Source: an optimization exercise on an open RTL-to-GDS flow (aim: small area). Production flows keep margins and buffers that such runs may drop.
In this exercise RTL edits were held to simulation tests only and were not proved equivalent to the original.

$ cat design/flow/design.v
module avance(clk_25, rst, button1, button2, button3, button4, Px, Py, i, centro_x, centro_y,rombo1, rombo2, rombo3, rombo4, rombo5, rombo6, rombo7, rombo8,rombo9, rombo10, rombo11,rombo12, rombo13, rombo14, rombo15, rombo16, rombo17, rombo18, rombo19, rombo20, rombo21, led, lost, ganar);
input clk_25;
input rst;
input button1, button2, button3, button4;
output reg[0:9] Px;
output reg[0:9] Py;
output reg[0:9] i;
output reg[9:0] centro_x;
output reg[9:0] centro_y;
output reg rombo1, rombo2, rombo3, rombo4, rombo5, rombo6, rombo7, rombo8, rombo9, rombo10, rombo11, rombo12, rombo13, rombo14, rombo15, rombo16, rombo17, rombo18, rombo19, rombo20, rombo21;  
output reg [0:6] led;
output reg lost, ganar;
reg [2:0] lives; 
reg button1_last;
reg button2_last;
reg button3_last; 
reg button4_last;
reg state;
reg reinicio;
parameter x = 464;
parameter xa= 484;
parameter xb= 504;
parameter xc= 524;
parameter xd= 544;
parameter xe= 564;
parameter xf= 584;
parameter oa= 444;
parameter ob= 424;
parameter oc= 404;
parameter od= 384;
parameter oe= 364;
parameter of= 344;
parameter ya=100;
parameter yb=120;
parameter yc=140;
parameter yd=160;
parameter ye=180;
parameter yf=200;
parameter yg=220;
parameter yh=240;
parameter yi=260;
parameter yj=280;
parameter yk=300;
parameter yl=320;
parameter ym=340;
reg [0:9] Px_v, Py_v, i_v;
reg [9:0] centro_x_v, centro_y_v;
reg rombo1_v, rombo2_v, rombo3_v, rombo4_v, rombo5_v, rombo6_v, rombo7_v, rombo8_v, rombo9_v, rombo10_v, rombo11_v, rombo12_v, rombo13_v, rombo14_v, rombo15_v, rombo16_v, rombo17_v, rombo18_v, rombo19_v, rombo20_v, rombo21_v;
reg [0:6] led_v;
reg lost_v, ganar_v;
always @(posedge clk_25) begin
  Px_v = Px;
  Py_v = Py;
  i_v = i;
  centro_x_v = centro_x;
  centro_y_v = centro_y;
  rombo1_v = rombo1;
  rombo2_v = rombo2;
  rombo3_v = rombo3;
  rombo4_v = rombo4;
  rombo5_v = rombo5;
  rombo6_v = rombo6;
  rombo7_v = rombo7;
  rombo8_v = rombo8;
  rombo9_v = rombo9;
  rombo10_v = rombo10;
  rombo11_v = rombo11;
  rombo12_v = rombo12;
  rombo13_v = rombo13;
  rombo14_v = rombo14;
  rombo15_v = rombo15;
  rombo16_v = rombo16;
  rombo17_v = rombo17;
  rombo18_v = rombo18;
  rombo19_v = rombo19;
  rombo20_v = rombo20;
  rombo21_v = rombo21;
  led_v = led;
  lost_v = lost;
  ganar_v = ganar;
  if (rst) begin
    Px_v = 0;
    Py_v = 0;
    i_v = 0;
    centro_x_v = x;
    centro_y_v = ya;
	 rombo1_v = 0;
	 rombo2_v = 0;
	 rombo3_v = 0;
	 rombo4_v = 0;
	 rombo5_v = 0;
	 rombo6_v = 0;
	 rombo7_v = 0;
	 rombo8_v = 0;
	 rombo9_v = 0;
	 rombo10_v = 0;
	 rombo11_v = 0;
	 rombo12_v = 0;
	 rombo13_v = 0;
	 rombo14_v = 0;
	 rombo15_v = 0;
	 rombo16_v = 0;
	 rombo17_v = 0;
	 rombo18_v = 0;
	 rombo19_v = 0;
	 rombo20_v = 0;
	 rombo21_v = 0;
    button1_last = 1; 
    button2_last = 1;
    button3_last = 1;
    button4_last = 1;
	 state = 0;
	 lives = 5;
	 ganar_v=0;
	 lost_v =0;
	 reinicio= 0;
  end
  else begin
    if ((Py_v > 100 || Py_v < 400) && ((Py_v % 20) == 0)) begin
        i_v = 0;
    end
    if (Px_v < 800) begin
        Px_v = Px_v + 1;
    end else begin
        Px_v = 0;
        i_v = i_v + 1;
        if (Py_v < 525) begin
            Py_v = Py_v + 1;
        end else begin
            Py_v = 0;
        end
    end
	 if (button1 != button1_last) begin
        button1_last = button1;
        if (button1 == 0) begin
            centro_x_v = centro_x_v + 20;
            centro_y_v = centro_y_v - 40;
        end
    end
    if (button2 != button2_last) begin
        button2_last = button2;
        if (button2 == 0) begin
            centro_x_v = centro_x_v + 20;
            centro_y_v = centro_y_v + 40;
        end
    end
    if (button3 != button3_last) begin
        button3_last = button3;
        if (button3 == 0) begin
            centro_x_v = centro_x_v - 20;
            centro_y_v = centro_y_v + 40;
        end
    end
    if (button4 != button4_last) begin
        button4_last = button4;
        if (button4 == 0) begin
            centro_x_v = centro_x_v - 20;
            centro_y_v = centro_y_v - 40;
        end
    end
	 if(centro_x_v==x && centro_y_v == yb)begin
		state = 1;
		end
	 else if(centro_x_v==oa && centro_y_v == yd)begin
		state = 1;
		end
	 else if(centro_x_v==xa && centro_y_v == yd)begin
		state = 1;
		end
	else if(centro_x_v==ob && centro_y_v == yf)begin
		state = 1;
		end
	else if(centro_x_v==x && centro_y_v == yf)begin
		state = 1;
		end
	else if(centro_x_v==xb && centro_y_v == yf)begin
		state = 1;
		end
	else if(centro_x_v==oc && centro_y_v == yh)begin
		state = 1;
		end
	else if(centro_x_v==oa && centro_y_v == yh)begin
		state = 1;
		end
	else if(centro_x_v==xa && centro_y_v == yh)begin
		state = 1;
		end
	else if(centro_x_v==xc && centro_y_v == yh)begin
		state = 1;
		end
	else if(centro_x_v==od && centro_y_v == yj)begin
		state = 1;
		end
	else if(centro_x_v==ob && centro_y_v == yj)begin
		state = 1;
		end
	else if(centro_x_v==x && centro_y_v == yj)begin
		state = 1;
		end
	else if(centro_x_v==xb && centro_y_v == yj)begin
		state = 1;
		end
	else if(centro_x_v==xd && centro_y_v == yj)begin
		state = 1;
		end
	else if(centro_x_v==oe && centro_y_v == yl)begin
		state = 1;
		end
	else if(centro_x_v==oc && centro_y_v == yl)begin
		state = 1;
		end
	else if(centro_x_v==oa && centro_y_v == yl)begin
		state = 1;
		end
	else if(centro_x_v==xa && centro_y_v == yl)begin
		state = 1;
		end
	else if(centro_x_v==xc && centro_y_v == yl)begin
		state = 1;
		end
	else if(centro_x_v==xe && centro_y_v == yl)begin
		state = 1;
		end
	else begin
		state = 0;
		end
	 if(centro_x_v==x && centro_y_v == yb)begin
		rombo1_v = 1;
		end
	 else begin
		rombo1_v = rombo1_v;
		end
	 if(centro_x_v==oa && centro_y_v == yd)begin
		rombo2_v = 1;
		end
	 else begin
		rombo2_v = rombo2_v;
		end
	 if(centro_x_v==xa && centro_y_v == yd)begin
		rombo3_v = 1;
		end
	 else begin
		rombo3_v = rombo3_v;
		end
	if(centro_x_v==ob && centro_y_v == yf)begin
		rombo4_v = 1;
		end
	 else begin
		rombo4_v = rombo4_v;
		end
	if(centro_x_v==x && centro_y_v == yf)begin
		rombo5_v = 1;
		end
	else begin
		rombo5_v = rombo5_v;
		end
	if(centro_x_v==xb && centro_y_v == yf)begin
		rombo6_v = 1;
		end
	else begin
		rombo6_v = rombo6_v;
		end
	if(centro_x_v==oc && centro_y_v == yh)begin
		rombo7_v = 1;
		end
	else begin
		rombo7_v = rombo7_v;
		end
	if(centro_x_v==oa && centro_y_v == yh)begin
		rombo8_v = 1;
		end
	else begin
		rombo8_v = rombo8_v;
		end
	if(centro_x_v==xa && centro_y_v == yh)begin
		rombo9_v = 1;
		end
	else begin
		rombo9_v = rombo9_v;
		end
	if(centro_x_v==xc && centro_y_v == yh)begin
		rombo10_v = 1;
		end
	else begin
		rombo10_v = rombo10_v;
		end
	if(centro_x_v==od && centro_y_v == yj)begin
		rombo11_v = 1;
		end
	else begin
		rombo11_v = rombo11_v;
		end
	if(centro_x_v==ob && centro_y_v == yj)begin
		rombo12_v = 1;
		end
	else begin
		rombo12_v = rombo12_v;
		end
	if(centro_x_v==x && centro_y_v == yj)begin
		rombo13_v = 1;
		end
	else begin
		rombo13_v = rombo13_v;
		end
	if(centro_x_v==xb && centro_y_v == yj)begin
		rombo14_v = 1;
		end
	else begin
		rombo14_v = rombo14_v;
		end
	if(centro_x_v==xd && centro_y_v == yj)begin
		rombo15_v = 1;
		end
	else begin
		rombo15_v = rombo15_v;
		end
	if(centro_x_v==oe && centro_y_v == yl)begin
		rombo16_v = 1;
		end
	else begin
		rombo16_v = rombo16_v;
		end
	if(centro_x_v==oc && centro_y_v == yl)begin
		rombo17_v = 1;
		end
	else begin
		rombo17_v = rombo17_v;
		end
	if(centro_x_v==oa && centro_y_v == yl)begin
		rombo18_v = 1;
		end
	else begin
		rombo18_v = rombo18_v;
		end
	if(centro_x_v==xa && centro_y_v == yl)begin
		rombo19_v = 1;
		end
	else begin
		rombo19_v = rombo19_v;
		end
	if(centro_x_v==xc && centro_y_v == yl)begin
		rombo20_v = 1;
		end
	else begin
		rombo20_v = rombo20_v;
		end
	if(centro_x_v==xe && centro_y_v == yl)begin
		rombo21_v = 1;
		end
	else begin
		rombo21_v = rombo21_v;
		end
	if(state == 0)begin
		lives = lives-1;
		centro_x_v = x;
		centro_y_v = yb;
		end
	else begin
		lives= lives;
		end
	if (lives < 1) begin
       led_v = 7'b0000001;  
		 lost_v = 1;
		 reinicio =1;
    end
    else if (lives == 1) begin
      led_v = 7'b1001111;  
		lost_v = 0;
    end
    else if (lives == 2) begin
      led_v = 7'b0010010;  
		lost_v = 0;
    end
    else if (lives == 3) begin
      led_v = 7'b0000110;  
		lost_v = 0;
    end
		else if (lives == 5) begin
      led_v = 7'b0000110;  
		lost_v = 0;
		end
    else begin
      led_v = 7'b1111111;
    end
	 if(rombo1_v==1 && rombo2_v==1 && rombo3_v==1 && rombo4_v==1 && rombo5_v==1 && rombo6_v==1 && rombo7_v==1 && rombo8_v==1 && rombo9_v==1 
		 && rombo10_v==1 && rombo11_v==1 && rombo12_v==1 && rombo13_v==1 && rombo14_v==1 && rombo15_v==1 && rombo16_v==1 && rombo17_v==1 
		 && rombo18_v==1 && rombo19_v==1 && rombo20_v==1 && rombo21_v==1 && lives!=0)begin
		 ganar_v = 1;
		 reinicio=1;
		 end
	 end
  Px <= Px_v;
  Py <= Py_v;
  i <= i_v;
  centro_x <= centro_x_v;
  centro_y <= centro_y_v;
  rombo1 <= rombo1_v;
  rombo2 <= rombo2_v;
  rombo3 <= rombo3_v;
  rombo4 <= rombo4_v;
  rombo5 <= rombo5_v;
  rombo6 <= rombo6_v;
  rombo7 <= rombo7_v;
  rombo8 <= rombo8_v;
  rombo9 <= rombo9_v;
  rombo10 <= rombo10_v;
  rombo11 <= rombo11_v;
  rombo12 <= rombo12_v;
  rombo13 <= rombo13_v;
  rombo14 <= rombo14_v;
  rombo15 <= rombo15_v;
  rombo16 <= rombo16_v;
  rombo17 <= rombo17_v;
  rombo18 <= rombo18_v;
  rombo19 <= rombo19_v;
  rombo20 <= rombo20_v;
  rombo21 <= rombo21_v;
  led <= led_v;
  lost <= lost_v;
  ganar <= ganar_v;
end
endmodule
module piramide(clk_25, Px, Py, i, centro_x, centro_y, rombo1, rombo2, rombo3, rombo4, rombo5, rombo6, rombo7, rombo8,rombo9, rombo10, rombo11,rombo12, rombo13, rombo14, rombo15, rombo16, rombo17, rombo18, rombo19, rombo20, rombo21, lost, ganar, sync_h, sync_v, r, g, b);
input clk_25;
input [9:0] Px, Py, i, centro_x, centro_y;
input rombo1, rombo2, rombo3, rombo4, rombo5, rombo6, rombo7, rombo8,rombo9, rombo10, rombo11,rombo12, rombo13, rombo14, rombo15, rombo16, rombo17, rombo18, rombo19, rombo20, rombo21;
input lost, ganar;
output reg sync_h, sync_v;
output reg [3:0] r, g, b;
parameter x = 464;
parameter xa= 484;
parameter xb= 504;
parameter xc= 524;
parameter xd= 544;
parameter xe= 564;
parameter xf= 584;
parameter oa= 444;
parameter ob= 424;
parameter oc= 404;
parameter od= 384;
parameter oe= 364;
parameter of= 344;
parameter ya=100;
parameter yb=120;
parameter yc=140;
parameter yd=160;
parameter ye=180;
parameter yf=200;
parameter yg=220;
parameter yh=240;
parameter yi=260;
parameter yj=280;
parameter yk=300;
parameter yl=320;
parameter ym=340;
wire sync_h_next;
assign sync_h_next =
  ((Px >= 0 && Px <= 96) ? 1'd1 : 1'd0);
wire sync_v_next;
assign sync_v_next =
  ((Py >= 0 && Py <= 2) ? 1'd1 : 1'd0);
wire [3:0] r_next;
assign r_next =
  ((( ( ( Px - centro_x ) * ( Px - centro_x ) ) + ( ( Py - centro_y ) * ( Py - centro_y ) ) < 100 )) ? 4'd15 :
  ((Py >= ya && Py < yb && Px >= ( x - i ) && Px <= ( x + i )) ? 4'd0 :
  ((Py >= yb && Py < yc && Px >= ( ( x - 20 ) + i ) && Px <= ( ( x + 20 ) - i )) ? 4'd0 :
  ((Py >= yc && Py < yd && Px >= ( oa - i ) && Px <= ( oa + i )) ? 4'd0 :
  ((Py >= yd && Py < ye && Px >= ( ( oa - 20 ) + i ) && Px <= ( ( oa + 20 ) - i )) ? 4'd0 :
  ((Py >= yc && Py < yd && Px >= ( xa - i ) && Px <= ( xa + i )) ? 4'd0 :
  ((Py >= yd && Py < ye && Px >= ( ( xa - 20 ) + i ) && Px <= ( ( xa + 20 ) - i )) ? 4'd0 :
  ((Py >= ye && Py < yf && Px >= ( ob - i ) && Px <= ( ob + i )) ? 4'd0 :
  ((Py >= yf && Py < yg && Px >= ( ( ob - 20 ) + i ) && Px <= ( ( ob + 20 ) - i )) ? 4'd0 :
  ((Py >= ye && Py < yf && Px >= ( x - i ) && Px <= ( x + i )) ? 4'd0 :
  ((Py >= yf && Py < yg && Px >= ( ( x - 20 ) + i ) && Px <= ( ( x + 20 ) - i )) ? 4'd0 :
  ((Py >= ye && Py < yf && Px >= ( xb - i ) && Px <= ( xb + i )) ? 4'd0 :
  ((Py >= yf && Py < yg && Px >= ( ( xb - 20 ) + i ) && Px <= ( ( xb + 20 ) - i )) ? 4'd0 :
  ((Py >= yg && Py < yh && Px >= ( oc - i ) && Px <= ( oc + i )) ? 4'd0 :
  ((Py >= yh && Py < yi && Px >= ( ( oc - 20 ) + i ) && Px <= ( ( oc + 20 ) - i )) ? 4'd0 :
  ((Py >= yg && Py < yh && Px >= ( oa - i ) && Px <= ( oa + i )) ? 4'd0 :
  ((Py >= yh && Py < yi && Px >= ( ( oa - 20 ) + i ) && Px <= ( ( oa + 20 ) - i )) ? 4'd0 :
  ((Py >= yg && Py < yh && Px >= ( xa - i ) && Px <= ( xa + i )) ? 4'd0 :
  ((Py >= yh && Py < yi && Px >= ( ( xa - 20 ) + i ) && Px <= ( ( xa + 20 ) - i )) ? 4'd0 :
  ((Py >= yg && Py < yh && Px >= ( xc - i ) && Px <= ( xc + i )) ? 4'd0 :
  ((Py >= yh && Py < yi && Px >= ( ( xc - 20 ) + i ) && Px <= ( ( xc + 20 ) - i )) ? 4'd0 :
  ((Py >= yi && Py < yj && Px >= ( od - i ) && Px <= ( od + i )) ? 4'd0 :
  ((Py >= yj && Py < yk && Px >= ( ( od - 20 ) + i ) && Px <= ( ( od + 20 ) - i )) ? 4'd0 :
  ((Py >= yi && Py < yj && Px >= ( ob - i ) && Px <= ( ob + i )) ? 4'd0 :
  ((Py >= yj && Py < yk && Px >= ( ( ob - 20 ) + i ) && Px <= ( ( ob + 20 ) - i )) ? 4'd0 :
  ((Py >= yi && Py < yj && Px >= ( x - i ) && Px <= ( x + i )) ? 4'd0 :
  ((Py >= yj && Py < yk && Px >= ( ( x - 20 ) + i ) && Px <= ( ( x + 20 ) - i )) ? 4'd0 :
  ((Py >= yi && Py < yj && Px >= ( xb - i ) && Px <= ( xb + i )) ? 4'd0 :
  ((Py >= yj && Py < yk && Px >= ( ( xb - 20 ) + i ) && Px <= ( ( xb + 20 ) - i )) ? 4'd0 :
  ((Py >= yi && Py < yj && Px >= ( xd - i ) && Px <= ( xd + i )) ? 4'd0 :
  ((Py >= yj && Py < yk && Px >= ( ( xd - 20 ) + i ) && Px <= ( ( xd + 20 ) - i )) ? 4'd0 :
  ((Py >= yk && Py < yl && Px >= ( oe - i ) && Px <= ( oe + i )) ? 4'd0 :
  ((Py >= yl && Py < ym && Px >= ( ( oe - 20 ) + i ) && Px <= ( ( oe + 20 ) - i )) ? 4'd0 :
  ((Py >= yk && Py < yl && Px >= ( oc - i ) && Px <= ( oc + i )) ? 4'd0 :
  ((Py >= yl && Py < ym && Px >= ( ( oc - 20 ) + i ) && Px <= ( ( oc + 20 ) - i )) ? 4'd0 :
  ((Py >= yk && Py < yl && Px >= ( oa - i ) && Px <= ( oa + i )) ? 4'd0 :
  ((Py >= yl && Py < ym && Px >= ( ( oa - 20 ) + i ) && Px <= ( ( oa + 20 ) - i )) ? 4'd0 :
  ((Py >= yk && Py < yl && Px >= ( xa - i ) && Px <= ( xa + i )) ? 4'd0 :
  ((Py >= yl && Py < ym && Px >= ( ( xa - 20 ) + i ) && Px <= ( ( xa + 20 ) - i )) ? 4'd0 :
  ((Py >= yk && Py < yl && Px >= ( xc - i ) && Px <= ( xc + i )) ? 4'd0 :
  ((Py >= yl && Py < ym && Px >= ( ( xc - 20 ) + i ) && Px <= ( ( xc + 20 ) - i )) ? 4'd0 :
  ((Py >= yk && Py < yl && Px >= ( xe - i ) && Px <= ( xe + i )) ? 4'd0 :
  ((Py >= yl && Py < ym && Px >= ( ( xe - 20 ) + i ) && Px <= ( ( xe + 20 ) - i )) ? 4'd0 :
  ((Py > yb && Py < yd && Px < x && Px >= oa) ? 4'd10 :
  ((Py > yd && Py < yf && Px < oa && Px >= ob) ? 4'd10 :
  ((Py > yd && Py < yf && Px < xa && Px >= x) ? 4'd10 :
  ((Py > yf && Py < yh && Px < ob && Px >= oc) ? 4'd10 :
  ((Py > yf && Py < yh && Px < x && Px >= oa) ? 4'd10 :
  ((Py > yf && Py < yh && Px < xb && Px >= xa) ? 4'd10 :
  ((Py > yh && Py < yj && Px < oc && Px >= od) ? 4'd10 :
  ((Py > yh && Py < yj && Px < oa && Px >= ob) ? 4'd10 :
  ((Py > yh && Py < yj && Px < xa && Px >= x) ? 4'd10 :
  ((Py > yh && Py < yj && Px < xc && Px >= xb) ? 4'd10 :
  ((Py > yj && Py < yl && Px < od && Px >= oe) ? 4'd10 :
  ((Py > yj && Py < yl && Px < ob && Px >= oc) ? 4'd10 :
  ((Py > yj && Py < yl && Px < x && Px >= oa) ? 4'd10 :
  ((Py > yj && Py < yl && Px < xb && Px >= xa) ? 4'd10 :
  ((Py > yj && Py < yl && Px < xd && Px >= xc) ? 4'd10 :
  ((Py > yl && Py < ym && Px < oe && Px >= of) ? 4'd10 :
  ((Py > yl && Py < ym && Px < oc && Px >= od) ? 4'd10 :
  ((Py > yl && Py < ym && Px < oa && Px >= ob) ? 4'd10 :
  ((Py > yl && Py < ym && Px < xa && Px >= x) ? 4'd10 :
  ((Py > yl && Py < ym && Px < xc && Px >= xb) ? 4'd10 :
  ((Py > yl && Py < ym && Px < xe && Px >= xd) ? 4'd10 :
  ((Py > yb && Py < yd && Px <= xa && Px >= x) ? 4'd5 :
  ((Py > yd && Py < yf && Px <= x && Px >= oa) ? 4'd5 :
  ((Py > yd && Py < yf && Px <= xb && Px >= xa) ? 4'd5 :
  ((Py > yf && Py < yh && Px <= oa && Px >= ob) ? 4'd5 :
  ((Py > yf && Py < yh && Px <= xa && Px >= x) ? 4'd5 :
  ((Py > yf && Py < yh && Px <= xc && Px >= xb) ? 4'd5 :
  ((Py > yh && Py < yj && Px <= ob && Px >= oc) ? 4'd5 :
  ((Py > yh && Py < yj && Px <= x && Px >= oa) ? 4'd5 :
  ((Py > yh && Py < yj && Px <= xb && Px >= xa) ? 4'd5 :
  ((Py > yh && Py < yj && Px <= xd && Px >= xc) ? 4'd5 :
  ((Py > yj && Py < yl && Px <= oc && Px >= od) ? 4'd5 :
  ((Py > yj && Py < yl && Px <= oa && Px >= ob) ? 4'd5 :
  ((Py > yj && Py < yl && Px <= xa && Px >= x) ? 4'd5 :
  ((Py > yj && Py < yl && Px <= xc && Px >= xb) ? 4'd5 :
  ((Py > yj && Py < yl && Px <= xe && Px >= xd) ? 4'd5 :
  ((Py > yl && Py < ym && Px < od && Px >= oe) ? 4'd5 :
  ((Py > yl && Py < ym && Px < ob && Px >= oc) ? 4'd5 :
  ((Py > yl && Py < ym && Px < x && Px >= oa) ? 4'd5 :
  ((Py > yl && Py < ym && Px < xb && Px >= xa) ? 4'd5 :
  ((Py > yl && Py < ym && Px < xd && Px >= xc) ? 4'd5 :
  ((Py > yl && Py < ym && Px < xf && Px >= xe) ? 4'd5 :
  ((Px >= oe && Px <= od && Py > 380 && Py < 460 && ganar == 1) ? 4'd15 :
  ((Px >= oc && Px <= ob && Py > 400 && Py < 460 && ganar == 1) ? 4'd15 :
  ((Px >= oa && Px <= x && Py > 380 && Py < 460 && ganar == 1) ? 4'd15 :
  ((Px > od && Px < oc && Py > 440 && Py < 460 && ganar == 1) ? 4'd15 :
  ((Px > ob && Px < oa && Py > 440 && Py < 460 && ganar == 1) ? 4'd15 :
  ((Px >= ( x + 10 ) && Px <= ( xb - 10 ) && Py > 380 && Py < 460 && ganar == 1) ? 4'd15 :
  ((Px >= xb && Px <= xc && Py > 380 && Py < 460 && ganar == 1) ? 4'd15 :
  ((Px >= xd && Px <= xe && Py > 380 && Py < 460 && ganar == 1) ? 4'd15 :
  ((Px > xc && Px < xd && Py > 380 && Py < 400 && ganar == 1) ? 4'd15 :
  ((Px >= of && Px <= oe && Py > 380 && Py < 460 && lost == 1) ? 4'd15 :
  ((Px >= od && Px <= oc && Py > 380 && Py < 460 && lost == 1) ? 4'd15 :
  ((Px >= ob && Px <= oa && Py > 380 && Py < 460 && lost == 1) ? 4'd15 :
  ((Px > oc && Px < ob && Py > 380 && Py < 400 && lost == 1) ? 4'd15 :
  ((Px > oc && Px < ob && Py > 440 && Py < 460 && lost == 1) ? 4'd15 :
  ((Px >= x && Px <= xb && Py > 380 && Py < 390 && lost == 1) ? 4'd15 :
  ((Px >= x && Px <= xb && Py > 410 && Py < 420 && lost == 1) ? 4'd15 :
  ((Px > x && Px <= xb && Py > 450 && Py <= 460 && lost == 1) ? 4'd15 :
  ((Px >= x && Px <= ( x + 10 ) && Py >= 390 && Py <= 410 && lost == 1) ? 4'd15 :
  ((Px >= ( xb - 10 ) && Px <= xb && Py > 410 && Py <= 450 && lost == 1) ? 4'd15 :
  ((Px >= xc && Px <= xf && Py > 380 && Py < 400 && lost == 1) ? 4'd15 :
  ((Px >= xd && Px <= xe && Py >= 400 && Py < 460 && lost == 1) ? 4'd15 : 4'd0))))))))))))))))))))))))))))))))))))))))))))))))))))))))))))))))))))))))))))))))))))))))))))))))))))))))));
wire [3:0] g_next;
assign g_next =
  ((( ( ( Px - centro_x ) * ( Px - centro_x ) ) + ( ( Py - centro_y ) * ( Py - centro_y ) ) < 100 )) ? 4'd0 :
  ((Py >= ya && Py < yb && Px >= ( x - i ) && Px <= ( x + i )) ? ((rombo1 == 0) ? 4'd15 : 4'd0) :
  ((Py >= yb && Py < yc && Px >= ( ( x - 20 ) + i ) && Px <= ( ( x + 20 ) - i )) ? ((rombo1 == 0) ? 4'd15 : 4'd0) :
  ((Py >= yc && Py < yd && Px >= ( oa - i ) && Px <= ( oa + i )) ? ((rombo2 == 0) ? 4'd15 : 4'd0) :
  ((Py >= yd && Py < ye && Px >= ( ( oa - 20 ) + i ) && Px <= ( ( oa + 20 ) - i )) ? ((rombo2 == 0) ? 4'd15 : 4'd0) :
  ((Py >= yc && Py < yd && Px >= ( xa - i ) && Px <= ( xa + i )) ? ((rombo3 == 0) ? 4'd15 : 4'd0) :
  ((Py >= yd && Py < ye && Px >= ( ( xa - 20 ) + i ) && Px <= ( ( xa + 20 ) - i )) ? ((rombo3 == 0) ? 4'd15 : 4'd0) :
  ((Py >= ye && Py < yf && Px >= ( ob - i ) && Px <= ( ob + i )) ? ((rombo4 == 0) ? 4'd15 : 4'd0) :
  ((Py >= yf && Py < yg && Px >= ( ( ob - 20 ) + i ) && Px <= ( ( ob + 20 ) - i )) ? ((rombo4 == 0) ? 4'd15 : 4'd0) :
  ((Py >= ye && Py < yf && Px >= ( x - i ) && Px <= ( x + i )) ? ((rombo5 == 0) ? 4'd15 : 4'd0) :
  ((Py >= yf && Py < yg && Px >= ( ( x - 20 ) + i ) && Px <= ( ( x + 20 ) - i )) ? ((rombo5 == 0) ? 4'd15 : 4'd0) :
  ((Py >= ye && Py < yf && Px >= ( xb - i ) && Px <= ( xb + i )) ? ((rombo6 == 0) ? 4'd15 : 4'd0) :
  ((Py >= yf && Py < yg && Px >= ( ( xb - 20 ) + i ) && Px <= ( ( xb + 20 ) - i )) ? ((rombo6 == 0) ? 4'd15 : 4'd0) :
  ((Py >= yg && Py < yh && Px >= ( oc - i ) && Px <= ( oc + i )) ? ((rombo7 == 0) ? 4'd15 : 4'd0) :
  ((Py >= yh && Py < yi && Px >= ( ( oc - 20 ) + i ) && Px <= ( ( oc + 20 ) - i )) ? ((rombo7 == 0) ? 4'd15 : 4'd0) :
  ((Py >= yg && Py < yh && Px >= ( oa - i ) && Px <= ( oa + i )) ? ((rombo8 == 0) ? 4'd15 : 4'd0) :
  ((Py >= yh && Py < yi && Px >= ( ( oa - 20 ) + i ) && Px <= ( ( oa + 20 ) - i )) ? ((rombo8 == 0) ? 4'd15 : 4'd0) :
  ((Py >= yg && Py < yh && Px >= ( xa - i ) && Px <= ( xa + i )) ? ((rombo9 == 0) ? 4'd15 : 4'd0) :
  ((Py >= yh && Py < yi && Px >= ( ( xa - 20 ) + i ) && Px <= ( ( xa + 20 ) - i )) ? ((rombo9 == 0) ? 4'd15 : 4'd0) :
  ((Py >= yg && Py < yh && Px >= ( xc - i ) && Px <= ( xc + i )) ? ((rombo10 == 0) ? 4'd15 : 4'd0) :
  ((Py >= yh && Py < yi && Px >= ( ( xc - 20 ) + i ) && Px <= ( ( xc + 20 ) - i )) ? ((rombo10 == 0) ? 4'd15 : 4'd0) :
  ((Py >= yi && Py < yj && Px >= ( od - i ) && Px <= ( od + i )) ? ((rombo11 == 0) ? 4'd15 : 4'd0) :
  ((Py >= yj && Py < yk && Px >= ( ( od - 20 ) + i ) && Px <= ( ( od + 20 ) - i )) ? ((rombo11 == 0) ? 4'd15 : 4'd0) :
  ((Py >= yi && Py < yj && Px >= ( ob - i ) && Px <= ( ob + i )) ? ((rombo12 == 0) ? 4'd15 : 4'd0) :
  ((Py >= yj && Py < yk && Px >= ( ( ob - 20 ) + i ) && Px <= ( ( ob + 20 ) - i )) ? ((rombo12 == 0) ? 4'd15 : 4'd0) :
  ((Py >= yi && Py < yj && Px >= ( x - i ) && Px <= ( x + i )) ? ((rombo13 == 0) ? 4'd15 : 4'd0) :
  ((Py >= yj && Py < yk && Px >= ( ( x - 20 ) + i ) && Px <= ( ( x + 20 ) - i )) ? ((rombo13 == 0) ? 4'd15 : 4'd0) :
  ((Py >= yi && Py < yj && Px >= ( xb - i ) && Px <= ( xb + i )) ? ((rombo14 == 0) ? 4'd15 : 4'd0) :
  ((Py >= yj && Py < yk && Px >= ( ( xb - 20 ) + i ) && Px <= ( ( xb + 20 ) - i )) ? ((rombo14 == 0) ? 4'd15 : 4'd0) :
  ((Py >= yi && Py < yj && Px >= ( xd - i ) && Px <= ( xd + i )) ? ((rombo15 == 0) ? 4'd15 : 4'd0) :
  ((Py >= yj && Py < yk && Px >= ( ( xd - 20 ) + i ) && Px <= ( ( xd + 20 ) - i )) ? ((rombo15 == 0) ? 4'd15 : 4'd0) :
  ((Py >= yk && Py < yl && Px >= ( oe - i ) && Px <= ( oe + i )) ? ((rombo16 == 0) ? 4'd15 : 4'd0) :
  ((Py >= yl && Py < ym && Px >= ( ( oe - 20 ) + i ) && Px <= ( ( oe + 20 ) - i )) ? ((rombo16 == 0) ? 4'd15 : 4'd0) :
  ((Py >= yk && Py < yl && Px >= ( oc - i ) && Px <= ( oc + i )) ? ((rombo17 == 0) ? 4'd15 : 4'd0) :
  ((Py >= yl && Py < ym && Px >= ( ( oc - 20 ) + i ) && Px <= ( ( oc + 20 ) - i )) ? ((rombo17 == 0) ? 4'd15 : 4'd0) :
  ((Py >= yk && Py < yl && Px >= ( oa - i ) && Px <= ( oa + i )) ? ((rombo18 == 0) ? 4'd15 : 4'd0) :
  ((Py >= yl && Py < ym && Px >= ( ( oa - 20 ) + i ) && Px <= ( ( oa + 20 ) - i )) ? ((rombo18 == 0) ? 4'd15 : 4'd0) :
  ((Py >= yk && Py < yl && Px >= ( xa - i ) && Px <= ( xa + i )) ? ((rombo19 == 0) ? 4'd15 : 4'd0) :
  ((Py >= yl && Py < ym && Px >= ( ( xa - 20 ) + i ) && Px <= ( ( xa + 20 ) - i )) ? ((rombo19 == 0) ? 4'd15 : 4'd0) :
  ((Py >= yk && Py < yl && Px >= ( xc - i ) && Px <= ( xc + i )) ? ((rombo20 == 0) ? 4'd15 : 4'd0) :
  ((Py >= yl && Py < ym && Px >= ( ( xc - 20 ) + i ) && Px <= ( ( xc + 20 ) - i )) ? ((rombo20 == 0) ? 4'd15 : 4'd0) :
  ((Py >= yk && Py < yl && Px >= ( xe - i ) && Px <= ( xe + i )) ? ((rombo21 == 0) ? 4'd15 : 4'd0) :
  ((Py >= yl && Py < ym && Px >= ( ( xe - 20 ) + i ) && Px <= ( ( xe + 20 ) - i )) ? ((rombo21 == 0) ? 4'd15 : 4'd0) :
  ((Py > yb && Py < yd && Px < x && Px >= oa) ? 4'd10 :
  ((Py > yd && Py < yf && Px < oa && Px >= ob) ? 4'd10 :
  ((Py > yd && Py < yf && Px < xa && Px >= x) ? 4'd10 :
  ((Py > yf && Py < yh && Px < ob && Px >= oc) ? 4'd10 :
  ((Py > yf && Py < yh && Px < x && Px >= oa) ? 4'd10 :
  ((Py > yf && Py < yh && Px < xb && Px >= xa) ? 4'd10 :
  ((Py > yh && Py < yj && Px < oc && Px >= od) ? 4'd10 :
  ((Py > yh && Py < yj && Px < oa && Px >= ob) ? 4'd10 :
  ((Py > yh && Py < yj && Px < xa && Px >= x) ? 4'd10 :
  ((Py > yh && Py < yj && Px < xc && Px >= xb) ? 4'd10 :
  ((Py > yj && Py < yl && Px < od && Px >= oe) ? 4'd10 :
  ((Py > yj && Py < yl && Px < ob && Px >= oc) ? 4'd10 :
  ((Py > yj && Py < yl && Px < x && Px >= oa) ? 4'd10 :
  ((Py > yj && Py < yl && Px < xb && Px >= xa) ? 4'd10 :
  ((Py > yj && Py < yl && Px < xd && Px >= xc) ? 4'd10 :
  ((Py > yl && Py < ym && Px < oe && Px >= of) ? 4'd10 :
  ((Py > yl && Py < ym && Px < oc && Px >= od) ? 4'd10 :
  ((Py > yl && Py < ym && Px < oa && Px >= ob) ? 4'd10 :
  ((Py > yl && Py < ym && Px < xa && Px >= x) ? 4'd10 :
  ((Py > yl && Py < ym && Px < xc && Px >= xb) ? 4'd10 :
  ((Py > yl && Py < ym && Px < xe && Px >= xd) ? 4'd10 :
  ((Py > yb && Py < yd && Px <= xa && Px >= x) ? 4'd5 :
  ((Py > yd && Py < yf && Px <= x && Px >= oa) ? 4'd5 :
  ((Py > yd && Py < yf && Px <= xb && Px >= xa) ? 4'd5 :
  ((Py > yf && Py < yh && Px <= oa && Px >= ob) ? 4'd5 :
  ((Py > yf && Py < yh && Px <= xa && Px >= x) ? 4'd5 :
  ((Py > yf && Py < yh && Px <= xc && Px >= xb) ? 4'd5 :
  ((Py > yh && Py < yj && Px <= ob && Px >= oc) ? 4'd5 :
  ((Py > yh && Py < yj && Px <= x && Px >= oa) ? 4'd5 :
  ((Py > yh && Py < yj && Px <= xb && Px >= xa) ? 4'd5 :
  ((Py > yh && Py < yj && Px <= xd && Px >= xc) ? 4'd5 :
  ((Py > yj && Py < yl && Px <= oc && Px >= od) ? 4'd5 :
  ((Py > yj && Py < yl && Px <= oa && Px >= ob) ? 4'd5 :
  ((Py > yj && Py < yl && Px <= xa && Px >= x) ? 4'd5 :
  ((Py > yj && Py < yl && Px <= xc && Px >= xb) ? 4'd5 :
  ((Py > yj && Py < yl && Px <= xe && Px >= xd) ? 4'd5 :
  ((Py > yl && Py < ym && Px < od && Px >= oe) ? 4'd5 :
  ((Py > yl && Py < ym && Px < ob && Px >= oc) ? 4'd5 :
  ((Py > yl && Py < ym && Px < x && Px >= oa) ? 4'd5 :
  ((Py > yl && Py < ym && Px < xb && Px >= xa) ? 4'd5 :
  ((Py > yl && Py < ym && Px < xd && Px >= xc) ? 4'd5 :
  ((Py > yl && Py < ym && Px < xf && Px >= xe) ? 4'd5 :
  ((Px >= oe && Px <= od && Py > 380 && Py < 460 && ganar == 1) ? 4'd15 :
  ((Px >= oc && Px <= ob && Py > 400 && Py < 460 && ganar == 1) ? 4'd15 :
  ((Px >= oa && Px <= x && Py > 380 && Py < 460 && ganar == 1) ? 4'd15 :
  ((Px > od && Px < oc && Py > 440 && Py < 460 && ganar == 1) ? 4'd15 :
  ((Px > ob && Px < oa && Py > 440 && Py < 460 && ganar == 1) ? 4'd15 :
  ((Px >= ( x + 10 ) && Px <= ( xb - 10 ) && Py > 380 && Py < 460 && ganar == 1) ? 4'd15 :
  ((Px >= xb && Px <= xc && Py > 380 && Py < 460 && ganar == 1) ? 4'd15 :
  ((Px >= xd && Px <= xe && Py > 380 && Py < 460 && ganar == 1) ? 4'd15 :
  ((Px > xc && Px < xd && Py > 380 && Py < 400 && ganar == 1) ? 4'd15 :
  ((Px >= of && Px <= oe && Py > 380 && Py < 460 && lost == 1) ? 4'd15 :
  ((Px >= od && Px <= oc && Py > 380 && Py < 460 && lost == 1) ? 4'd15 :
  ((Px >= ob && Px <= oa && Py > 380 && Py < 460 && lost == 1) ? 4'd15 :
  ((Px > oc && Px < ob && Py > 380 && Py < 400 && lost == 1) ? 4'd15 :
  ((Px > oc && Px < ob && Py > 440 && Py < 460 && lost == 1) ? 4'd15 :
  ((Px >= x && Px <= xb && Py > 380 && Py < 390 && lost == 1) ? 4'd15 :
  ((Px >= x && Px <= xb && Py > 410 && Py < 420 && lost == 1) ? 4'd15 :
  ((Px > x && Px <= xb && Py > 450 && Py <= 460 && lost == 1) ? 4'd15 :
  ((Px >= x && Px <= ( x + 10 ) && Py >= 390 && Py <= 410 && lost == 1) ? 4'd15 :
  ((Px >= ( xb - 10 ) && Px <= xb && Py > 410 && Py <= 450 && lost == 1) ? 4'd15 :
  ((Px >= xc && Px <= xf && Py > 380 && Py < 400 && lost == 1) ? 4'd15 :
  ((Px >= xd && Px <= xe && Py >= 400 && Py < 460 && lost == 1) ? 4'd15 : 4'd0))))))))))))))))))))))))))))))))))))))))))))))))))))))))))))))))))))))))))))))))))))))))))))))))))))))))));
wire [3:0] b_next;
assign b_next =
  ((( ( ( Px - centro_x ) * ( Px - centro_x ) ) + ( ( Py - centro_y ) * ( Py - centro_y ) ) < 100 )) ? 4'd0 :
  ((Py >= ya && Py < yb && Px >= ( x - i ) && Px <= ( x + i )) ? 4'd15 :
  ((Py >= yb && Py < yc && Px >= ( ( x - 20 ) + i ) && Px <= ( ( x + 20 ) - i )) ? 4'd15 :
  ((Py >= yc && Py < yd && Px >= ( oa - i ) && Px <= ( oa + i )) ? 4'd15 :
  ((Py >= yd && Py < ye && Px >= ( ( oa - 20 ) + i ) && Px <= ( ( oa + 20 ) - i )) ? 4'd15 :
  ((Py >= yc && Py < yd && Px >= ( xa - i ) && Px <= ( xa + i )) ? 4'd15 :
  ((Py >= yd && Py < ye && Px >= ( ( xa - 20 ) + i ) && Px <= ( ( xa + 20 ) - i )) ? 4'd15 :
  ((Py >= ye && Py < yf && Px >= ( ob - i ) && Px <= ( ob + i )) ? 4'd15 :
  ((Py >= yf && Py < yg && Px >= ( ( ob - 20 ) + i ) && Px <= ( ( ob + 20 ) - i )) ? 4'd15 :
  ((Py >= ye && Py < yf && Px >= ( x - i ) && Px <= ( x + i )) ? 4'd15 :
  ((Py >= yf && Py < yg && Px >= ( ( x - 20 ) + i ) && Px <= ( ( x + 20 ) - i )) ? 4'd15 :
  ((Py >= ye && Py < yf && Px >= ( xb - i ) && Px <= ( xb + i )) ? 4'd15 :
  ((Py >= yf && Py < yg && Px >= ( ( xb - 20 ) + i ) && Px <= ( ( xb + 20 ) - i )) ? 4'd15 :
  ((Py >= yg && Py < yh && Px >= ( oc - i ) && Px <= ( oc + i )) ? 4'd15 :
  ((Py >= yh && Py < yi && Px >= ( ( oc - 20 ) + i ) && Px <= ( ( oc + 20 ) - i )) ? 4'd15 :
  ((Py >= yg && Py < yh && Px >= ( oa - i ) && Px <= ( oa + i )) ? 4'd15 :
  ((Py >= yh && Py < yi && Px >= ( ( oa - 20 ) + i ) && Px <= ( ( oa + 20 ) - i )) ? 4'd15 :
  ((Py >= yg && Py < yh && Px >= ( xa - i ) && Px <= ( xa + i )) ? 4'd15 :
  ((Py >= yh && Py < yi && Px >= ( ( xa - 20 ) + i ) && Px <= ( ( xa + 20 ) - i )) ? 4'd15 :
  ((Py >= yg && Py < yh && Px >= ( xc - i ) && Px <= ( xc + i )) ? 4'd15 :
  ((Py >= yh && Py < yi && Px >= ( ( xc - 20 ) + i ) && Px <= ( ( xc + 20 ) - i )) ? 4'd15 :
  ((Py >= yi && Py < yj && Px >= ( od - i ) && Px <= ( od + i )) ? 4'd15 :
  ((Py >= yj && Py < yk && Px >= ( ( od - 20 ) + i ) && Px <= ( ( od + 20 ) - i )) ? 4'd15 :
  ((Py >= yi && Py < yj && Px >= ( ob - i ) && Px <= ( ob + i )) ? 4'd15 :
  ((Py >= yj && Py < yk && Px >= ( ( ob - 20 ) + i ) && Px <= ( ( ob + 20 ) - i )) ? 4'd15 :
  ((Py >= yi && Py < yj && Px >= ( x - i ) && Px <= ( x + i )) ? 4'd15 :
  ((Py >= yj && Py < yk && Px >= ( ( x - 20 ) + i ) && Px <= ( ( x + 20 ) - i )) ? 4'd15 :
  ((Py >= yi && Py < yj && Px >= ( xb - i ) && Px <= ( xb + i )) ? 4'd15 :
  ((Py >= yj && Py < yk && Px >= ( ( xb - 20 ) + i ) && Px <= ( ( xb + 20 ) - i )) ? 4'd15 :
  ((Py >= yi && Py < yj && Px >= ( xd - i ) && Px <= ( xd + i )) ? 4'd15 :
  ((Py >= yj && Py < yk && Px >= ( ( xd - 20 ) + i ) && Px <= ( ( xd + 20 ) - i )) ? 4'd15 :
  ((Py >= yk && Py < yl && Px >= ( oe - i ) && Px <= ( oe + i )) ? 4'd15 :
  ((Py >= yl && Py < ym && Px >= ( ( oe - 20 ) + i ) && Px <= ( ( oe + 20 ) - i )) ? 4'd15 :
  ((Py >= yk && Py < yl && Px >= ( oc - i ) && Px <= ( oc + i )) ? 4'd15 :
  ((Py >= yl && Py < ym && Px >= ( ( oc - 20 ) + i ) && Px <= ( ( oc + 20 ) - i )) ? 4'd15 :
  ((Py >= yk && Py < yl && Px >= ( oa - i ) && Px <= ( oa + i )) ? 4'd15 :
  ((Py >= yl && Py < ym && Px >= ( ( oa - 20 ) + i ) && Px <= ( ( oa + 20 ) - i )) ? 4'd15 :
  ((Py >= yk && Py < yl && Px >= ( xa - i ) && Px <= ( xa + i )) ? 4'd15 :
  ((Py >= yl && Py < ym && Px >= ( ( xa - 20 ) + i ) && Px <= ( ( xa + 20 ) - i )) ? 4'd15 :
  ((Py >= yk && Py < yl && Px >= ( xc - i ) && Px <= ( xc + i )) ? 4'd15 :
  ((Py >= yl && Py < ym && Px >= ( ( xc - 20 ) + i ) && Px <= ( ( xc + 20 ) - i )) ? 4'd15 :
  ((Py >= yk && Py < yl && Px >= ( xe - i ) && Px <= ( xe + i )) ? 4'd15 :
  ((Py >= yl && Py < ym && Px >= ( ( xe - 20 ) + i ) && Px <= ( ( xe + 20 ) - i )) ? 4'd15 :
  ((Py > yb && Py < yd && Px < x && Px >= oa) ? 4'd10 :
  ((Py > yd && Py < yf && Px < oa && Px >= ob) ? 4'd10 :
  ((Py > yd && Py < yf && Px < xa && Px >= x) ? 4'd10 :
  ((Py > yf && Py < yh && Px < ob && Px >= oc) ? 4'd10 :
  ((Py > yf && Py < yh && Px < x && Px >= oa) ? 4'd10 :
  ((Py > yf && Py < yh && Px < xb && Px >= xa) ? 4'd10 :
  ((Py > yh && Py < yj && Px < oc && Px >= od) ? 4'd10 :
  ((Py > yh && Py < yj && Px < oa && Px >= ob) ? 4'd10 :
  ((Py > yh && Py < yj && Px < xa && Px >= x) ? 4'd10 :
  ((Py > yh && Py < yj && Px < xc && Px >= xb) ? 4'd10 :
  ((Py > yj && Py < yl && Px < od && Px >= oe) ? 4'd10 :
  ((Py > yj && Py < yl && Px < ob && Px >= oc) ? 4'd10 :
  ((Py > yj && Py < yl && Px < x && Px >= oa) ? 4'd10 :
  ((Py > yj && Py < yl && Px < xb && Px >= xa) ? 4'd10 :
  ((Py > yj && Py < yl && Px < xd && Px >= xc) ? 4'd10 :
  ((Py > yl && Py < ym && Px < oe && Px >= of) ? 4'd10 :
  ((Py > yl && Py < ym && Px < oc && Px >= od) ? 4'd10 :
  ((Py > yl && Py < ym && Px < oa && Px >= ob) ? 4'd10 :
  ((Py > yl && Py < ym && Px < xa && Px >= x) ? 4'd10 :
  ((Py > yl && Py < ym && Px < xc && Px >= xb) ? 4'd10 :
  ((Py > yl && Py < ym && Px < xe && Px >= xd) ? 4'd10 :
  ((Py > yb && Py < yd && Px <= xa && Px >= x) ? 4'd5 :
  ((Py > yd && Py < yf && Px <= x && Px >= oa) ? 4'd5 :
  ((Py > yd && Py < yf && Px <= xb && Px >= xa) ? 4'd5 :
  ((Py > yf && Py < yh && Px <= oa && Px >= ob) ? 4'd5 :
  ((Py > yf && Py < yh && Px <= xa && Px >= x) ? 4'd5 :
  ((Py > yf && Py < yh && Px <= xc && Px >= xb) ? 4'd5 :
  ((Py > yh && Py < yj && Px <= ob && Px >= oc) ? 4'd5 :
  ((Py > yh && Py < yj && Px <= x && Px >= oa) ? 4'd5 :
  ((Py > yh && Py < yj && Px <= xb && Px >= xa) ? 4'd5 :
  ((Py > yh && Py < yj && Px <= xd && Px >= xc) ? 4'd5 :
  ((Py > yj && Py < yl && Px <= oc && Px >= od) ? 4'd5 :
  ((Py > yj && Py < yl && Px <= oa && Px >= ob) ? 4'd5 :
  ((Py > yj && Py < yl && Px <= xa && Px >= x) ? 4'd5 :
  ((Py > yj && Py < yl && Px <= xc && Px >= xb) ? 4'd5 :
  ((Py > yj && Py < yl && Px <= xe && Px >= xd) ? 4'd5 :
  ((Py > yl && Py < ym && Px < od && Px >= oe) ? 4'd5 :
  ((Py > yl && Py < ym && Px < ob && Px >= oc) ? 4'd5 :
  ((Py > yl && Py < ym && Px < x && Px >= oa) ? 4'd5 :
  ((Py > yl && Py < ym && Px < xb && Px >= xa) ? 4'd5 :
  ((Py > yl && Py < ym && Px < xd && Px >= xc) ? 4'd5 :
  ((Py > yl && Py < ym && Px < xf && Px >= xe) ? 4'd5 :
  ((Px >= oe && Px <= od && Py > 380 && Py < 460 && ganar == 1) ? 4'd15 :
  ((Px >= oc && Px <= ob && Py > 400 && Py < 460 && ganar == 1) ? 4'd15 :
  ((Px >= oa && Px <= x && Py > 380 && Py < 460 && ganar == 1) ? 4'd15 :
  ((Px > od && Px < oc && Py > 440 && Py < 460 && ganar == 1) ? 4'd15 :
  ((Px > ob && Px < oa && Py > 440 && Py < 460 && ganar == 1) ? 4'd15 :
  ((Px >= ( x + 10 ) && Px <= ( xb - 10 ) && Py > 380 && Py < 460 && ganar == 1) ? 4'd15 :
  ((Px >= xb && Px <= xc && Py > 380 && Py < 460 && ganar == 1) ? 4'd15 :
  ((Px >= xd && Px <= xe && Py > 380 && Py < 460 && ganar == 1) ? 4'd15 :
  ((Px > xc && Px < xd && Py > 380 && Py < 400 && ganar == 1) ? 4'd15 :
  ((Px >= of && Px <= oe && Py > 380 && Py < 460 && lost == 1) ? 4'd15 :
  ((Px >= od && Px <= oc && Py > 380 && Py < 460 && lost == 1) ? 4'd15 :
  ((Px >= ob && Px <= oa && Py > 380 && Py < 460 && lost == 1) ? 4'd15 :
  ((Px > oc && Px < ob && Py > 380 && Py < 400 && lost == 1) ? 4'd15 :
  ((Px > oc && Px < ob && Py > 440 && Py < 460 && lost == 1) ? 4'd15 :
  ((Px >= x && Px <= xb && Py > 380 && Py < 390 && lost == 1) ? 4'd15 :
  ((Px >= x && Px <= xb && Py > 410 && Py < 420 && lost == 1) ? 4'd15 :
  ((Px > x && Px <= xb && Py > 450 && Py <= 460 && lost == 1) ? 4'd15 :
  ((Px >= x && Px <= ( x + 10 ) && Py >= 390 && Py <= 410 && lost == 1) ? 4'd15 :
  ((Px >= ( xb - 10 ) && Px <= xb && Py > 410 && Py <= 450 && lost == 1) ? 4'd15 :
  ((Px >= xc && Px <= xf && Py > 380 && Py < 400 && lost == 1) ? 4'd15 :
  ((Px >= xd && Px <= xe && Py >= 400 && Py < 460 && lost == 1) ? 4'd15 : 4'd0))))))))))))))))))))))))))))))))))))))))))))))))))))))))))))))))))))))))))))))))))))))))))))))))))))))))));
always @(posedge clk_25) begin
  sync_h <= sync_h_next;
  sync_v <= sync_v_next;
  r <= r_next;
  g <= g_next;
  b <= b_next;
end
endmodule
module Qbert(sync_v, sync_h, r, g, b, clk, rst, led, button1, button2, button3, button4);
output sync_v, sync_h;
output [0:3] r, g, b;
output [0:6] led;
input clk;
input rst;
input button1, button2, button3, button4;
wire [0:9]Px,Py, i, centro_x, centro_y;
wire rombo1, rombo2, rombo3, rombo4, rombo5, rombo6, rombo7, rombo8,rombo9, rombo10, rombo11,rombo12, rombo13, rombo14, rombo15;
wire rombo16, rombo17, rombo18, rombo19, rombo20, rombo21;
wire lost, ganar;
avance u_avance(clk, rst, button1, button2, button3, button4, Px, Py, i, centro_x, centro_y,rombo1, rombo2, rombo3, rombo4, rombo5, rombo6, rombo7, rombo8,rombo9, rombo10, rombo11,rombo12, rombo13, rombo14, rombo15, rombo16, rombo17, rombo18, rombo19, rombo20, rombo21, led, lost, ganar);
piramide u_piramide(clk, Px, Py, i, centro_x, centro_y, rombo1, rombo2, rombo3, rombo4, rombo5, rombo6, rombo7, rombo8,rombo9, rombo10, rombo11,rombo12, rombo13, rombo14, rombo15, rombo16, rombo17, rombo18, rombo19, rombo20, rombo21, lost, ganar, sync_h, sync_v, r, g, b);
endmodule
$ cat design/flow/run.sh
#!/bin/bash
# synth_recipe.tcl (not shown) runs the flow's synth.tcl, then flattens the netlist and writes it again
# the make line also repeats each setting of config.mk as NAME=value (left out here)
make -C /OpenROAD-flow-scripts/flow DESIGN_CONFIG=/design/flow/config.mk WORK_HOME=/design/flow/orfs CLKGATE_MAP_FILE= SYNTH_SCRIPT=/design/flow/synth_recipe.tcl finish
$ cat design/flow/config.mk
export PLATFORM = sky130hd
export DESIGN_NAME = Qbert
export DESIGN_NICKNAME = Qbert
export VERILOG_FILES = /design/flow/design.v
export SDC_FILE = /design/flow/constraint.sdc
export NUM_CORES = 4
export LEC_CHECK = 0
export CAP_MARGIN = 20
export CORE_MARGIN = 2
export CORE_UTILIZATION = 40
export SLEW_MARGIN = 20
$ cat design/flow/constraint.sdc
create_clock -name core_clock -period 20.0 [get_ports {clk}]
set_input_delay 4.0000 -clock core_clock [delete_from_list [all_inputs] [get_ports {clk}]]
set_output_delay 4.0000 -clock core_clock [all_outputs]
set_load 0.01 [all_outputs]
==> impl_results.rst <==
.. list-table::
   :header-rows: 1

   * - Metric
     - Value
   * - Outcome
     - finished clean
   * - TritonCTS buffer count
     - 9
   * - Fin. Hold Viols
     - 0
   * - Area share of the largest cell type after synthesis
     - 30.77%
   * - Met1 WL
     - ~46 mm
   * - Number of cells traversed by the worst hold path
     - 2
   * - Final weighted congestion in routability-driven placement
     - 0.9546
   * - Antenna-violating nets left
     - 0
   * - Total of buffers placed on input and output ports
     - 26
   * - Final setup vio count
     - 0
   * - Antenna cells
     - 0
   * - Final period demand of the worst path
     - 13800 ps
   * - Overall die area
     - between 80000 and 90000 sq um
   * - Hold path endpoint
     - u_avance.rombo9
   * - CTS Hold Buffers Added
     - 0
   * - Slew at the pin with the worst max-slew slack
     - 1029 ps
   * - Type of origin of the critical path
     - flop
   * - R2r worst-path depth
     - 42
   * - Via count of the first global-routing pass
     - approximately 27k
   * - Count of cell types in the netlist
     - 115
   * - Average wire per standard cell
     - between 20 and 25 microns
   * - Start-to-end type of the worst setup path
     - reg -> reg
   * - Normalized max-slew margin
     - between 30 and 40%
   * - Fin crit share
     - 68.99%
   * - Number of register bits inferred by synthesis
     - 90
   * - Cell types occupying the most area after synthesis
     - sky130_fd_sc_hd__fa_1, sky130_fd_sc_hd__ha_1, sky130_fd_sc_hd__inv_1, sky130_fd_sc_hd__xnor2_1, sky130_fd_sc_hd__dfxtp_1
   * - Minimum setup slack among reg-to-reg paths
     - around 6200 ps
   * - Per-cell via count in the routed design
     - 5.569
   * - Synth-to-Final Area Change
     - 5.519%
   * - Number of nets in the finished design
     - 4781
   * - Overall Global Routing Usage
     - 24.15%
   * - Detailed Route Iter0 Violations
     - about 2k
   * - Global-route wire length before repair
     - 160.4 mm
   * - Die width
     - 292.6 microns
   * - Pin count of the biggest net entering global routing
     - 56
   * - Clock transition time at the flip-flop clock pins of the worst setup and hold paths
     - 70 ps
   * - Origin of the worst min-delay path
     - u_avance.rombo9
   * - Ratio of cells with drive above 1 in the final layout
     - 3.977%
   * - Top-level I/O count
     - 27
   * - Endpoint required time on the critical path
     - 20220 ps
   * - Capturing element type of the critical path
     - flop
   * - Peak fanout along the critical path
     - 22
   * - Clock latency at the later pin of the worst-skew pair
     - 390 ps
   * - Net count after synthesis
     - just under 5k
   * - Mapped Cells
     - 3874
   * - Critical R2R Capture
     - u_piramide.g[1]
   * - CTS HTree Levels
     - 3
   * - Total Wirelength
     - 101.4 mm
   * - Number of enable flip-flop cells after synthesis
     - 6
   * - Average cell area after synthesis
     - around 8.6 sq um
   * - Finished Core Util
     - 42.73%
   * - Clk root buf
     - sky130_fd_sc_hd__clkbuf_16
   * - Share of the yosys chip area belonging to registers
     - 5.590%
   * - Post-synth ARST share
     - 0%
   * - Core area
     - 82240 sq um
   * - Total DRC errors in the routed layout
     - 0
   * - Count of instances resized after the clock tree is built
     - 0
   * - Worst Hold Class
     - reg -> reg
   * - Most frequently used flop master after synthesis
     - sky130_fd_sc_hd__dfxtp_1
   * - Number of sinks handled by clock tree synthesis
     - 90
   * - Final number of max-transition violations
     - 0
   * - Highest clock frequency the design can meet
     - 0.07248 GHz
   * - Setup repair after global routing missed its margin
     - false
   * - Met2 routed WL
     - 45.25 mm
   * - Crit path DAT
     - 14020 ps
   * - Total negative slack for setup checks
     - 0 ps
   * - Number of search-and-repair iterations in the first detailed-routing pass
     - 5
   * - Synth Cell Area
     - about 33000 sq um
   * - Most numerous cell in the Yosys netlist
     - sky130_fd_sc_hd__inv_1
   * - Most instantiated cells after synthesis
     - sky130_fd_sc_hd__inv_1, sky130_fd_sc_hd__fa_1, sky130_fd_sc_hd__ha_1, sky130_fd_sc_hd__nand2_1, sky130_fd_sc_hd__nor2_1
   * - Total of fill cells in the finished design
     - 8236
   * - TritonCTS clock tree
     - done
   * - Highest-delay cell along the critical path
     - sky130_fd_sc_hd__fa_1
   * - FP Rows
     - 105
   * - Cell seen most often among critical-path stages
     - sky130_fd_sc_hd__fa_1
   * - Worst path max stage delay
     - 720 ps
   * - Metal3 WL
     - 7.396 mm
   * - Antenna violations before repair
     - 1
   * - Height of the die
     - slightly below 300 microns
   * - Clock buffer depth
     - 2
   * - Max_cap viols
     - 0
   * - Largest area contributor in the netlist
     - sky130_fd_sc_hd__fa_1
   * - FF-to-FF Start
     - u_avance.Px[7]
   * - Post-detail-place hpwl
     - 84.39 mm
   * - Yosys Warn Count
     - 2
   * - Total congestion overflow after global routing
     - 0
   * - Worst clock skew on the final layout
     - 13.51 ps
   * - Routed via count
     - 27.38k
   * - Top Layer Used
     - met4
   * - Starting density of the core
     - between 40% and 50%
   * - Post-CTS Setup Bufs
     - 0
==> metrics by stage <==
step	setup WS [ps]	instance area, sq um	cells	hold WS (ps)
5_1_grt	5319	35150	4917	550.7
3_5_place_dp	5770	34830	4901	498.0
2_1_floorplan	6020	33310	3874	438.9
6_report	6203	35150	4917	521.6
4_1_cts	5740	35140	4917	520.1
3_3_place_gp	6260	34830	4901	485.0
==> sequential cells by signal, indices dropped and copies added (netlist names), 2 cells and up <==
register,count
u_avance.Px,10
u_avance.Py,10
u_avance.i,10
u_avance.centro_x,8
u_avance.centro_y,8
u_avance.led,6
u_avance.lives,3
u_piramide.b,2
u_piramide.g,2
u_piramide.r,2
==> layout by cell type (no fill, tap or decap), drive strengths merged, types with 71 or more instances in the layout <==
| master | count |
|---|---|
| fa | 512 |
| ha | 421 |
| dfxtp | 84 |
| a21oi | 185 |
| a21o | 71 |
| nand2 | 257 |
| nor2 | 243 |
| inv | 729 |
| o21ai | 122 |
| nand3 | 71 |
| xnor2 | 231 |
==> logic make-up (layout without fill, tap and decap cells) <==
kind of cell / after synthesis / count (layout) / share of synthesized area, %
multiplexers: 33 / 33 / 1.018
adder cells (fa/ha/maj): 935 / 935 / 46.65
buffers and inverters: 854 / 827 / 9.737
other: 1 / 1 / 0.01126
AO/OA/AOI/OAI: 731 / 731 / 14.92
XOR/XNOR: 268 / 268 / 7.423
AND/OR/NAND/NOR: 962 / 962 / 14.65
flip-flops: 90 / 90 / 5.590
==> how the worst max path moves through the flow <==
stage	slack, ps	cells past startpoint	endpoint	startpoint
after floorplan	6020	45	u_piramide.g[1]	u_avance.Px[7]
after global placement	6260	42	u_piramide.g[1]	u_avance.Px[7]
after detailed placement	5770	42	u_piramide.g[1]	u_avance.Px[7]
after CTS	5740	42	u_piramide.g[1]	u_avance.Px[7]
after global routing	5320	42	u_piramide.g[1]	u_avance.Px[7]
final	6200	42	u_piramide.g[1]	u_avance.Px[7]
==> final cells by class <==
type,instances,area [sq um],area share (%)
inverter,734,2755,7.839
timing repair buffer,77,638.1,1.816
tap,1070,1339,3.809
sequential,90,1868,5.315
clock buffer,9,225.2,0.6408
multi-input combinational,2930,28240,80.34
clock inverter,7,82.58,0.2350
==> routing by layer <==
layer,vias up,GRT usage (%)
li1,12824,-
met1,13581,34.38
met2,856,37.77
met3,123,4.583
met4,0,5.866
met5,-,0
==> critical path: cells and delay by family (launching register included) <==
| family | cells | cell delay (ps) |
|---|---|---|
| fa+ha+maj | 13 | 6480 |
| simple gates | 9 | 3060 |
| compound gates | 12 | 2410 |
| buf+inv | 8 | 1350 |
| flops | 1 | 300 |

## static timing again, ports no longer ideal
How much do the figures lean on ideal ports? The routed layout below was timed once more, with nothing changed but the port constraints.
Step 1 sets driving cells, clkbuf_16 on the clock port and buf_2 on the other inputs (assumed; they add their load-dependent delay and slew).
Step 2 also shifts input and output timing later by t, the mid clock arrival at the registers, as if the neighbouring blocks saw the same clock.
Slacks: ideal / step 1 / step 2; pairs: ideal / step 1.
t (ns): 0.454
setup WS [ns]: 6.203 / 6.203 / 6.203
worst data-port slew with drivers (ns): 0.06
After both steps this run still meets setup and hold. For this run, drivers alone change the setup slack by 0.000 ns; drivers and shift together by 0.000 ns.
